Context: an optimization exercise on an open-source flow, tuned for small area, a short achievable clock period and few clock cycles per item. The choices shown serve that exercise and are no tape-out recipe. No functional check of the RTL was part of any run shown here.

==> flow/design.v (outline; a module is shown in full before it is edited, if it fits) <==
// module fir_1: 1846 lines
// module fir_fa: 4 lines
// module fir_ha: 4 lines
module fir_1(
    input clk,
    input reset_p,
    input [15:0]x,
    input act,
    output reg [15:0]y,
    output ready
    );
  // ...
==> flow/run.sh <==
#!/bin/bash
# synth_recipe.tcl (not shown) runs the flow's synth.tcl, then flattens the netlist and writes it again
# the make line also repeats each setting of config.mk as NAME=value (left out here)
make -C /OpenROAD-flow-scripts/flow DESIGN_CONFIG=/design/flow/config.mk WORK_HOME=/design/flow/orfs CLKGATE_MAP_FILE= SYNTH_SCRIPT=/design/flow/synth_recipe.tcl finish
==> flow/config.mk <==
export PLATFORM = sky130hd
export DESIGN_NAME = fir_1
export DESIGN_NICKNAME = fir_1
export VERILOG_FILES = /design/flow/design.v
export SDC_FILE = /design/flow/constraint.sdc
export NUM_CORES = 4
export LEC_CHECK = 0
export CAP_MARGIN = 20
export CORE_MARGIN = 2
export CORE_UTILIZATION = 40
export SLEW_MARGIN = 20
export SYNTH_HIERARCHICAL = 1
export SYNTH_MINIMUM_KEEP_SIZE = 0
==> flow/constraint.sdc <==
create_clock -name core_clock -period 10.0 [get_ports {clk}]
set_input_delay 2.0000 -clock core_clock [delete_from_list [all_inputs] [get_ports {clk}]]
set_output_delay 2.0000 -clock core_clock [all_outputs]
set_load 0.01 [all_outputs]
==> qor.txt, run 1 <==
Clock latency on the worst-skew pair -> 0.60 ns
Met1 usage -> 29.46%
Yosys warns -> 7
Compound-Gate Fraction of Synth Area -> 6.541%
Post-Synth XOR/XNOR Area -> 1.623%
Top post-synthesis cells by area -> fa_1 42%, dfrtp_1 26%, mux2_2 10%, ha_1 5.1%, inv_1 2.6%
Final WS setup -> 3.901 ns
Final Hold Fails -> 0
Cell area after layout -> 25620 µm²
Routed wl met2 -> 29290 µm
Status -> no timing/DRC/antenna violations
GRT Total Usage -> 21.69%
CTS Buf Count -> 31
Detail Route Antenna Nets -> 0
Hold_buf cts -> 0
Avg Vias per Cell -> 5.406
Signal inverters -> 158
Routing usage on met3 -> 2.624%
R2R depth -> 14
Largest area contributor in the synthesized netlist -> fa_1
Post-layout util -> 44.58%
Most frequent cells after synthesis -> 484 x fa_1, 238 x dfrtp_1, 209 x mux2_2
M1 WL -> 26380 µm
Fillers -> 5198
==> run 2, diff against run 1 <==
--- a/flow/config.mk
+++ b/flow/config.mk
@@ -8,6 +8,7 @@
 export CAP_MARGIN = 20
 export CORE_MARGIN = 2
 export CORE_UTILIZATION = 40
+export SETUP_SLACK_MARGIN = 3
 export SLEW_MARGIN = 20
 export SYNTH_HIERARCHICAL = 1
 export SYNTH_MINIMUM_KEEP_SIZE = 0
==> run 2 against run 1 <==
  * Global-route usage down 0.21 points
  * Flip-flop and latch count unchanged
  * Via count down 0.26%
  * Critical path type unchanged
  * Area after synthesis unchanged
  * Critical endpoint is now y[11]
  * Worst setup slack better by 0.11 ns
  * Worst hold slack worse by 0.0054 ns
==> qor.txt, run 2 <==
Status -> no timing/DRC/antenna violations
CORE AREA -> 57480 µm²
RSZ-0062 raised after global routing -> false
Reg clk slew, reported paths -> 0.07 ns
Worst path bufs/invs -> 4
Commonest non-fill, non-tap cell in the layout -> fa_1
Most common cell in the netlist -> fa_1
Startpoint Class -> input pin
Clock tree buffer depth -> 3
CTS tree -> done
Worst slack, placed -> 3.244 ns
Final Hold Fails -> 0 (unchanged)
Worst Hold Class -> register to register
Reg2Reg Setup Slack -> 4.20 ns
Clock latency on the worst-skew pair -> 0.60 ns (about the same)
Syn_nets -> 2284
Via count -> 13570
Yosys warns -> 7 (unchanged)
Seq cells post-synth -> 260
Most frequent cells after synthesis -> 484 x fa_1, 238 x dfrtp_1, 209 x mux2_2
N_diodes -> 0
Top post-synthesis cells by area -> fa_1 42%, dfrtp_1 26%, mux2_2 10%, ha_1 5.1%, inv_1 2.6%
Hold depth -> 2
DRT Wirelength -> 60510 µm
Avg Vias per Cell -> 5.390 (-0.30%)
EDFF count, synth -> 0
Vias in the first global route -> 15300
Post-synth ARST share -> 100.0%
Final min period -> 5.988 ns
Cell area after synthesis -> 23200 µm²
Max Clk Rate -> 167.0 MHz
First-pass GRT wire length -> 94960 µm
Critical Path Fanout Max -> 8
I/O pin count -> 36
Synth cell types -> 63
Share of the synthesized area in the top cell type -> 41.76%
Hold_sp -> h6[3]
Final WS setup -> 4.012 ns (+0.1108 ns)
Worst slew margin -> 36.54%
Hold_buf cts -> 0 (unchanged)
Share of post-route cells with drive strength above 1 -> 18.08%
GRT Total Usage -> 21.47% (-0.21 points)
Mapped Avg Cell Area -> 13.75 µm²
Crit-path cells -> clkdlybuf4s50_1, inv_1, fa_1, inv_1, fa_1, inv_1, ha_1, a21oi_1, o221ai_1, a31oi_1, nor2_1, a211oi_1, xnor2_1, mux2_2
Worst r2r dst -> rs[11]
Worst-margin pin slew -> 0.9489 ns
Area post-placement -> 24480 µm²
Reg with most FFs -> rs
Kind of critical path -> input pin to register
Port Buffers -> 34
Final setup vio count -> 0
Pins over their slew limit -> 0
Pin count of the biggest net entering global routing -> 160
Max cap viols -> 0
Post-CTS setup buffers -> 0
Syn Inst Count -> 1687
Max incr delay on CP -> 0.97 ns
R2R depth -> 15 (+1)
Congestion Overflow GR -> 0
Std-Cell Rows -> 88
Die Y -> 244.8 µm
Detail Route Antenna Nets -> 0 (unchanged)
CTS root buf -> clkbuf_16
Worst hold endpoint -> h7[3]
Layout area overhead -> 9.717%
Drt pass-1 iters -> 5
Clock Sinks -> 260
Drt wl/cell -> 24.03 µm
Clk_skew -> 0.01958 ns
Gpl congestion -> 0.8897
Initial drt markers -> 924
Fin Setup TNS -> 0 ns
Post-synthesis sequential area ratio -> 28.16%
CTS Buf Count -> 31 (unchanged)
Initial Utilization -> 40.37%
Slowest CP cell -> clkdlybuf4s50_1
Worst Setup End Kind -> register
Post-layout util -> 44.29% (-0.28 points)
Nets -> 2325
Cell area after layout -> 25460 µm² (-0.64%)
Largest registers -> rs x28, rc x21
Worst flop-to-flop path startpoint -> h3[7]
Largest area contributor in the synthesized netlist -> fa_1
Post-CTS resize count -> 0
WP data required -> 10.48 ns
Delay-heaviest family, CP -> adder cells
H-tree depth -> 1
Predominant post-synthesis flop cell -> dfrtp_1
Die area -> 59950 µm²
Max FFs per register -> 28
Initial antenna violation count -> 0
Die X -> 244.8 µm
Worst EP arrival -> 6.47 ns
Most frequent CP cell -> inv_1
Most frequent cells in the layout -> 484 x fa_1, 238 x dfrtp_1, 209 x mux2_2, 157 x inv_1, 94 x ha_1
Final period utilization -> 59.88%
DRC violations left -> 0
DP Wirelength -> 46810 µm
run 2: cell types whose count changed in the layout (fill, tap and decap cells not counted), moves of 2 or more:
cell,delta
bufinv_16,-7
clkbuf_8,+2
clkbuf_1,-2
clkinv_2,+7
run 2: worst register-to-register path: stages (launching register included):
cell	delay, ns
dfrtp_1	0.94
fa_1	0.57
fa_1	0.51
fa_1	0.53
inv_1	0.06
fa_1	0.45
fa_1	0.39
fa_1	0.49
inv_1	0.05
fa_1	0.48
inv_1	0.04
ha_1	0.18
fa_1	0.37
fa_1	0.43
nand2_1	0.07
o21ai_0	0.08
run 2: kinds of logic (layout without fill, tap and decap cells):
logic type,count (synthesis),after routing,share of synthesized area [%]
flip-flops,260,260,28.16
other,1,1,0.01616
adder cells (fa/ha/maj),578,578,46.83
XOR/XNOR,43,43,1.623
buffers and inverters,198,264,3.219
AND/OR/NAND/NOR,164,164,3.424
multiplexers,210,210,10.19
AO/OA/AOI/OAI,233,233,6.541
run 2: area by class of cell:
type                    count  area, µm²
multi-input cells        1229      15920
clock buffers              41      873.3
clock inverters            17      103.9
repair buffers             48      470.5
flip-flops and latches    260       6534
well taps                 765      957.2
fillers                  5261      32020
inverters                 158      596.8
run 2: worst max path at each step:
stage	startpoint	end	slack, ns	depth (start not counted)
5_1_grt	x[10]	y[6]	3.88	12
3_3_place_gp	x[7]	rs[11]	3.29	12
2_1_floorplan	reset_p	h0[0]	4.59	1
6_report	x[13]	y[11]	4.01	14
4_1_cts	x[7]	rs[11]	3.88	12
3_5_place_dp	x[7]	rs[11]	3.24	12
run 2: through the flow:
stage               hold slack, ns  cells
floorplan                   0.4492   1687
global placement            0.4626   2460
detailed placement          0.4687   2460
CTS                         0.4773   2518
global route                0.5155   2518
finish                      0.4699   2518
run 2: layer usage:
layer  GRT usage [%]  up-vias  part of all wire [%]
li1                -     5740                     -
met1           29.55     7401                    44
met2           35.85      329                    48
met3           2.646      101                   4.2
met4           6.259        0                   3.4
met5               0        -                     0
run 2: per-module statistics from Yosys, one instance, submodules excluded:
module | area, µm² | flip-flops and latches | cells inside | times used
fir_ha | 12.51 | 0 | 1 | 19
fir_fa | 20.02 | 0 | 1 | 481
fir_1 | 13340 | 260 | 1187 | 1
==> run 3, diff against run 2 <==
--- a/flow/config.mk
+++ b/flow/config.mk
@@ -8,7 +8,4 @@
 export CAP_MARGIN = 20
 export CORE_MARGIN = 2
 export CORE_UTILIZATION = 40
-export SETUP_SLACK_MARGIN = 3
 export SLEW_MARGIN = 20
-export SYNTH_HIERARCHICAL = 1
-export SYNTH_MINIMUM_KEEP_SIZE = 0
==> run 3 against run 2 <==
  * First-iteration DRC count down 3.7%
  * Global-route usage down 0.30 points
  * Critical endpoint is now rs[11]
==> qor.txt, run 3 <==
Fillers -> 5506 (+4.7%)
Mux contribution to synthesized area -> 9.296% (-0.89 points)
Pin count of the biggest net entering global routing -> 171 (+6.9%)
Worst Hold Class -> register to register
Critical Path Fanout Max -> 9 (+1)
I/O pin count -> 36 (unchanged)
Syn Inst Count -> 2069 (+23%)
Worst flop-to-flop path startpoint -> h3[1]
CTS root buf -> clkbuf_16
CTS tree -> done
Via count -> 14600 (+7.6%)
Max FFs per register -> 28 (unchanged)
Largest registers -> rs x28, rc x21
Die X -> 251.3 µm (+2.6%)
Std-Cell Rows -> 90 (+2.3%)
Cell area after synthesis -> 24470 µm² (+5.5%)
Worst EP arrival -> 6.63 ns (+0.16 ns)
Syn_nets -> 2666 (+17%)
Gpl congestion -> 0.9245 (+3.9%)
Final setup vio count -> 0 (unchanged)
Fin Setup TNS -> 0 ns (unchanged)
DRT Wirelength -> 63320 µm (+4.7%)
Reg with most FFs -> rs
Adder-Cell Fraction of Synth Area -> 44.41% (-2.4 points)
WP data required -> 10.50 ns (+0.02 ns)
Most frequent CP cell -> fa_1
Startpoint Class -> register
Worst path bufs/invs -> 3 (-1)
Port Buffers -> 34 (unchanged)
Clock Sinks -> 260 (unchanged)
H-tree depth -> 1 (unchanged)
CTS Buf Count -> 30 (-3.2%)
Post-synth ARST share -> 100.0% (unchanged)
Final min period -> 6.134 ns (+0.1461 ns)
Worst hold endpoint -> rs[21]
Pins over their slew limit -> 0 (unchanged)
Slowest CP cell -> dfrtp_1
Clock tree buffer depth -> 3 (unchanged)
Worst slew margin -> 29.39% (-7.2 points)
Status -> no timing/DRC/antenna violations
DP Wirelength -> 50390 µm (+7.7%)
Commonest non-fill, non-tap cell in the layout -> inv_1
Worst r2r dst -> rs[11]
EDFF count, synth -> 0 (unchanged)
Final Hold Fails -> 0 (unchanged)
Share of post-route cells with drive strength above 1 -> 13.00% (-5.1 points)
Most frequent cells after synthesis -> 566 x inv_1, 484 x fa_1, 238 x dfrtp_1
Delay-heaviest family, CP -> adder cells
Hold_buf cts -> 0 (unchanged)
DRC violations left -> 0 (unchanged)
Hold_ws -> 0.4755 ns (+0.005598 ns)
First-pass GRT wire length -> 99270 µm (+4.5%)
Max incr delay on CP -> 0.86 ns (-0.11 ns)
Initial antenna violation count -> 0 (unchanged)
Congestion Overflow GR -> 0 (unchanged)
Max cap viols -> 0 (unchanged)
CORE AREA -> 60470 µm² (+5.2%)
Post-synthesis sequential area ratio -> 26.70% (-1.5 points)
Predominant post-synthesis flop cell -> dfrtp_1
Synth cell types -> 55 (-13%)
Initial Utilization -> 40.46% (+0.094 points)
Clk_skew -> 0.03791 ns (+0.01833 ns)
Die Y -> 251.3 µm (+2.6%)
Share of synthesized cell area in and, or, nand and nor gates -> 3.135% (-0.29 points)
Area post-placement -> 25700 µm² (+5.0%)
Seq cells post-synth -> 260 (unchanged)
Worst-margin pin slew -> 1.059 ns (+0.1103 ns)
CP Depth -> 14 (unchanged)
GRT Total Usage -> 21.17% (-0.30 points)
Max Clk Rate -> 163.0 MHz (-2.4%)
Vias in the first global route -> 16330 (+6.7%)
Worst Setup End Kind -> register
Hold_sp -> rs[21]
Kind of critical path -> register to register
Compound-Gate Fraction of Synth Area -> 5.318% (-1.2 points)
Post-CTS resize count -> 0 (unchanged)
RSZ-0062 raised after global routing -> false
Layout area overhead -> 8.928%
Nets -> 2699 (+16%)
Post-Synth XOR/XNOR Area -> 1.861% (+0.24 points)
Largest area contributor in the synthesized netlist -> fa_1
Cell area after layout -> 26650 µm² (+4.7%)
Initial drt markers -> 890 (-3.7%)
Clock latency on the worst-skew pair -> 0.61 ns (about the same)
Reg clk slew, reported paths -> 0.07 ns (about the same)
Share of the synthesized area in the top cell type -> 39.60% (-2.2 points)
Crit-path cells -> fa_1, inv_1, fa_1, fa_1, inv_1, fa_1, fa_1, fa_1, inv_1, fa_1, ha_1, fa_1, fa_1, mux2_2
Most frequent cells in the layout -> 565 x inv_1, 484 x fa_1, 238 x dfrtp_1, 186 x mux2_2, 94 x ha_1
Yosys warns -> 1 (-6)
Reg2Reg Setup Slack -> 3.87 ns (-0.33 ns)
Mapped Avg Cell Area -> 11.83 µm² (-14%)
Avg Vias per Cell -> 5.023 (-6.8%)
Hold depth -> 2 (unchanged)
Top post-synthesis cells by area -> fa_1 40%, dfrtp_1 24%, inv_1 8.7%, mux2_2 8.6%, ha_1 4.8%
Detail Route Antenna Nets -> 0 (unchanged)
R2R depth -> 14 (-1)
Die area -> 63170 µm² (+5.4%)
Post-CTS setup buffers -> 0 (unchanged)
Drt pass-1 iters -> 5 (unchanged)
Drt wl/cell -> 21.79 µm (-9.3%)
Final period utilization -> 61.34% (+1.5 points)
Most common cell in the netlist -> inv_1
Largest family of logic cells by synthesized area -> adder cells
-- run 3: cell count changes in the layout (fill, tap and decap cells not counted), moves of 7 or more --
cell / before / now
and3_1: 11 / 4
nor2_1: 28 / 36
o21ai_0: 64 / 74
clkinv_2: 13 / 6
mux2_2: 209 / 186
a21o_1: 27 / 17
inv_1: 157 / 565
xnor2_1: 31 / 41
buf_4: 12 / 3
o21a_1: 10 / 3
mux2i_1: 1 / 15
-- run 3: tightest hold or removal path: cells and delay by family (launching register included) --
kind / cells / cell delay [ns]
flops: 1 / 0.37
mux: 1 / 0.05
buf+inv: 1 / 0.05
-- run 3: per-layer routing --
| layer | wire, µm | up-vias | track usage [%] | part of all wire, % |
|---|---|---|---|---|
| li1 | - | 6363 | - | - |
| met1 | 27820 | 7769 | 29.00 | 44 |
| met2 | 29730 | 358 | 34.36 | 47 |
| met3 | 3615 | 106 | 3.935 | 5.7 |
| met4 | 2161 | 0 | 6.548 | 3.4 |
| met5 | 0 | - | 0 | 0 |
-- run 3: layout make-up --
type | count | area, µm² | share of cell area (%)
Inverter | 566 | 2132 | 7.999
Sequential cell | 260 | 6534 | 24.51
Tap cell | 782 | 978.4 | 3.671
Timing Repair Buffer | 38 | 387.9 | 1.455
Clock buffer | 39 | 804.5 | 3.018
Clock inverter | 14 | 146.4 | 0.5492
Multi-Input combinational cell | 1206 | 15670 | 58.78
Antenna cell | 1 | 2.502 | 0.009389
-- run 3: per-stage QoR --
| step | instances | util (%) | setup slack (ns) |
|---|---|---|---|
| final | 2906 | 44.08 | 3.866 |
| after floorplan | 2069 | - | 0.8813 |
| after CTS | 2905 | 44.07 | 3.843 |
| after detailed placement | 2852 | 42.50 | 3.235 |
| after global placement | 2852 | 42.50 | 3.299 |
| after global routing | 2905 | 44.07 | 3.636 |
-- run 3: worst max-delay path by stage --
stage	start	end	slack [ns]
finish	h3[1]	rs[11]	3.87
global route	h3[1]	rs[11]	3.64
detailed placement	x[7]	rs[11]	3.24
floorplan	reset_p	h0[0]	0.88
global placement	x[7]	rs[11]	3.30
CTS	h3[1]	rs[11]	3.84
-- run 3: logic make-up after synthesis --
| group | Yosys count |
|---|---|
| AO/OA/AOI/OAI | 209 |
| XOR/XNOR | 52 |
| adder cells (fa/ha/maj) | 578 |
| buffers and inverters | 603 |
| flip-flops | 260 |
| multiplexers | 203 |
| other | 1 |
| AND/OR/NAND/NOR | 163 |
==> run 4, diff against run 3 <==
--- a/flow/config.mk
+++ b/flow/config.mk
@@ -8,4 +8,7 @@
 export CAP_MARGIN = 20
 export CORE_MARGIN = 2
 export CORE_UTILIZATION = 40
+export SETUP_SLACK_MARGIN = 5
 export SLEW_MARGIN = 20
+export SYNTH_HIERARCHICAL = 1
+export SYNTH_MINIMUM_KEEP_SIZE = 0
==> run 4 against run 3 <==
  * Still clean
  * Flip-flop and latch count unchanged
  * Global-route usage rose by 1.4 points
  * Die area down 5.1%
  * Worst setup slack gained 0.83 ns
  * Core utilization rose by 2.9 points
  * Final cell count is 10% lower
  * Non-clock buffer count grew 104
==> qor.txt, run 4 <==
Status -> no timing/DRC/antenna violations
Delay-heaviest family, CP -> adder cells
Share of the synthesized area in the top cell type -> 41.76% (+2.2 points)
Fin Setup TNS -> 0 ns (unchanged)
Critical Path Fanout Max -> 3 (-6)
Most frequent cells after synthesis -> 484 x fa_1, 238 x dfrtp_1, 209 x mux2_2
Vias in the first global route -> 16000 (-2.1%)
Yosys warns -> 7 (+6)
WP data required -> 10.43 ns (-0.07 ns)
Avg Vias per Cell -> 5.394 (+7.4%)
Detail Route Antenna Nets -> 0 (unchanged)
Clk_skew -> 0.03347 ns (-0.004440 ns)
Share of post-route cells with drive strength above 1 -> 32.43% (+19 points)
I/O pin count -> 36 (unchanged)
Max incr delay on CP -> 0.56 ns (-0.30 ns)
Worst Setup End Kind -> register
Worst EP arrival -> 5.74 ns (-0.89 ns)
DP Wirelength -> 47050 µm (-6.6%)
Die area -> 59950 µm² (-5.1%)
Hold depth -> 2 (unchanged)
Seq cells post-synth -> 260 (unchanged)
Cell area after layout -> 26980 µm² (+1.2%)
Initial Utilization -> 40.37% (-0.094 points)
Initial drt markers -> 838 (-5.8%)
Kind of critical path -> register to register
Std-Cell Rows -> 88 (-2.2%)
CTS root buf -> clkbuf_16
DRC violations left -> 0 (unchanged)
Post-synthesis sequential area ratio -> 28.16% (+1.5 points)
Cell area after synthesis -> 23200 µm² (-5.2%)
Syn_nets -> 2284 (-14%)
Drt wl/cell -> 24.53 µm (+13%)
R2R depth -> 14 (unchanged)
Largest registers -> rs x28, rc x21
Max Clk Rate -> 188.6 MHz (+16%)
Hold_buf cts -> 0 (unchanged)
Worst slew margin -> 27.49% (-1.9 points)
Mapped Avg Cell Area -> 13.75 µm² (+16%)
Largest area contributor in the synthesized netlist -> fa_1
Fillers -> 5100 (-7.4%)
Worst Hold Class -> register to register
Synth cell types -> 63 (+15%)
Most frequent CP cell -> fa_1
Worst r2r dst -> rs[11]
Worst flop-to-flop path startpoint -> h3[5]
Crit-path cells -> fa_1, fa_2, fa_2, fa_1, fa_1, fa_1, inv_2, fa_1, inv_1, ha_2, fa_2, fa_1, nand2_1, o21ai_0
Predominant post-synthesis flop cell -> dfrtp_1
Slowest CP cell -> dfrtp_4
Hold_ws -> 0.4883 ns (+0.01277 ns)
Congestion Overflow GR -> 0 (unchanged)
First-pass GRT wire length -> 99350 µm (about the same)
Pin count of the biggest net entering global routing -> 150 (-12%)
Initial antenna violation count -> 0 (unchanged)
Gpl congestion -> 0.8949 (-3.2%)
GRT Total Usage -> 22.55% (+1.4 points)
Most common cell in the netlist -> fa_1
Clock Sinks -> 260 (unchanged)
Syn Inst Count -> 1687 (-18%)
Hold_sp -> h2[11]
Post-synth ARST share -> 100.0% (unchanged)
Worst path bufs/invs -> 2 (-1)
CTS tree -> done
Final period utilization -> 53.01% (-8.3 points)
Max FFs per register -> 28 (unchanged)
Nets -> 2419 (-10%)
Reg with most FFs -> rs
H-tree depth -> 1 (unchanged)
Commonest non-fill, non-tap cell in the layout -> fa_1
Max cap viols -> 0 (unchanged)
Worst hold endpoint -> h3[11]
Worst-margin pin slew -> 1.087 ns (+0.02734 ns)
Die X -> 244.8 µm (-2.6%)
RSZ-0062 raised after global routing -> true
N_diodes -> 0 (-1)
CORE AREA -> 57480 µm² (-5.0%)
Final setup vio count -> 0 (unchanged)
Reg2Reg Setup Slack -> 4.70 ns (+0.83 ns)
Top post-synthesis cells by area -> fa_1 42%, dfrtp_1 26%, mux2_2 10%, ha_1 5.1%, inv_1 2.6%
Most frequent cells in the layout -> 406 x fa_1, 208 x mux2_2, 169 x dfrtp_1, 150 x inv_1, 86 x buf_4
Drt pass-1 iters -> 5 (unchanged)
Startpoint Class -> register
Clock latency on the worst-skew pair -> 0.60 ns (about the same)
DRT Wirelength -> 64070 µm (+1.2%)
Via count -> 14090 (-3.5%)
Port Buffers -> 34 (unchanged)
Reg clk slew, reported paths -> 0.06 ns (about the same)
Layout area overhead -> 16.30%
Die Y -> 244.8 µm (-2.6%)
Final Hold Fails -> 0 (unchanged)
Final min period -> 5.301 ns (-0.8330 ns)
CTS Buf Count -> 31 (+3.3%)
Area post-placement -> 24500 µm² (-4.7%)
Clock tree buffer depth -> 3 (unchanged)
Pins over their slew limit -> 0 (unchanged)
EDFF count, synth -> 0 (unchanged)
==> run 4: logic make-up (layout without fill, tap and decap cells) <==
family                   Yosys count  in the layout  share of synthesized area, %
AND/OR/NAND/NOR                  164            164                         3.424
XOR/XNOR                          43             43                         1.623
flip-flops                       260            260                         28.16
multiplexers                     210            210                         10.19
adder cells (fa/ha/maj)          578            578                         46.83
AO/OA/AOI/OAI                    233            233                         6.541
buffers and inverters            198            358                         3.219
other                              1              1                       0.01616
==> run 4: per-module statistics from Yosys (local to each module, per instance) <==
| module | times used | flops+latches |
|---|---|---|
| fir_ha | 19 | 0 |
| fir_fa | 481 | 0 |
| fir_1 | 1 | 260 |
==> run 4: worst max-delay path by stage <==
stage | start | endpoint | slack, ns | cells after the start
6_report | h3[5] | rs[11] | 4.70 | 14
5_1_grt | h3[4] | rs[17] | 4.55 | 13
4_1_cts | h3[4] | rs[17] | 4.69 | 13
3_5_place_dp | x[7] | rs[11] | 3.30 | 12
3_3_place_gp | x[7] | rs[11] | 3.32 | 12
2_1_floorplan | reset_p | h0[0] | 4.59 | 1
==> run 4: area by class of cell <==
cell class	count	area (µm²)	share of cell area [%]
clock buffers	49	903.4	3.348
clock inverters	9	98.84	0.3663
inverters	158	604.3	2.240
multi-input cells	1229	16420	60.84
flip-flops and latches	260	6650	24.65
well taps	765	957.2	3.547
repair buffers	142	1354	5.017
==> run 4: per-layer routing <==
layer | global-route usage, % | vias to the layer above | wire (µm)
met5 | 0 | - | 0
li1 | - | 5923 | -
met3 | 3.215 | 136 | 2832
met1 | 29.78 | 7679 | 27010
met2 | 37.79 | 351 | 31330
met4 | 8.644 | 0 | 2896
==> run 4: tightest hold or removal path: stages (launching register included) <==
cell and delay [ns]:
dfrtp_1 0.34, nand2_1 0.05, o21ai_0 0.06
==> run 4: metrics by stage <==
stage | utilization (%) | cells | worst slack, ns
floorplan | - | 1687 | 4.590
global placement | 42.63 | 2461 | 3.319
detailed placement | 42.63 | 2461 | 3.300
CTS | 46.37 | 2595 | 4.686
global route | 46.95 | 2612 | 4.554
finish | 46.95 | 2612 | 4.699
==> run 4: timing repair <==
action,in CTS,in global routing
pin swaps,46,31
buffers inserted,76,17
setup endpoints to repair,46,37
resized for setup,216,66

[port drivers added, routing unchanged]
Ports are ideal in the flow. The routed layouts listed here were re-timed in OpenROAD.
Step 1, drivers: a clkbuf_16 drives clk and a buf_2 each remaining input, both assumed.
Step 2 moves the port delays by t, midway between the first and last clock arrival at a register: inputs arrive t later, outputs are due t later. That takes back most of the time a late clock gives input paths.
Three values: ideal ports, drivers, drivers and shift; two values: the first two.
run	t (ns)	slack for setup (ns)	pins driven straight from the clock port
run 1	0.647	3.901 / 3.935 / 3.288	1
run 2	0.644	4.012 / 4.045 / 3.401	1
run 3	0.657	3.866 / 3.866 / 3.302	1
run 4	0.647	4.699 / 4.699 / 4.124	1
After both steps every run listed still meets setup and hold. The setup slack of run 1, which loses most, moves by +0.034 ns with the drivers and by -0.613 ns with both steps.
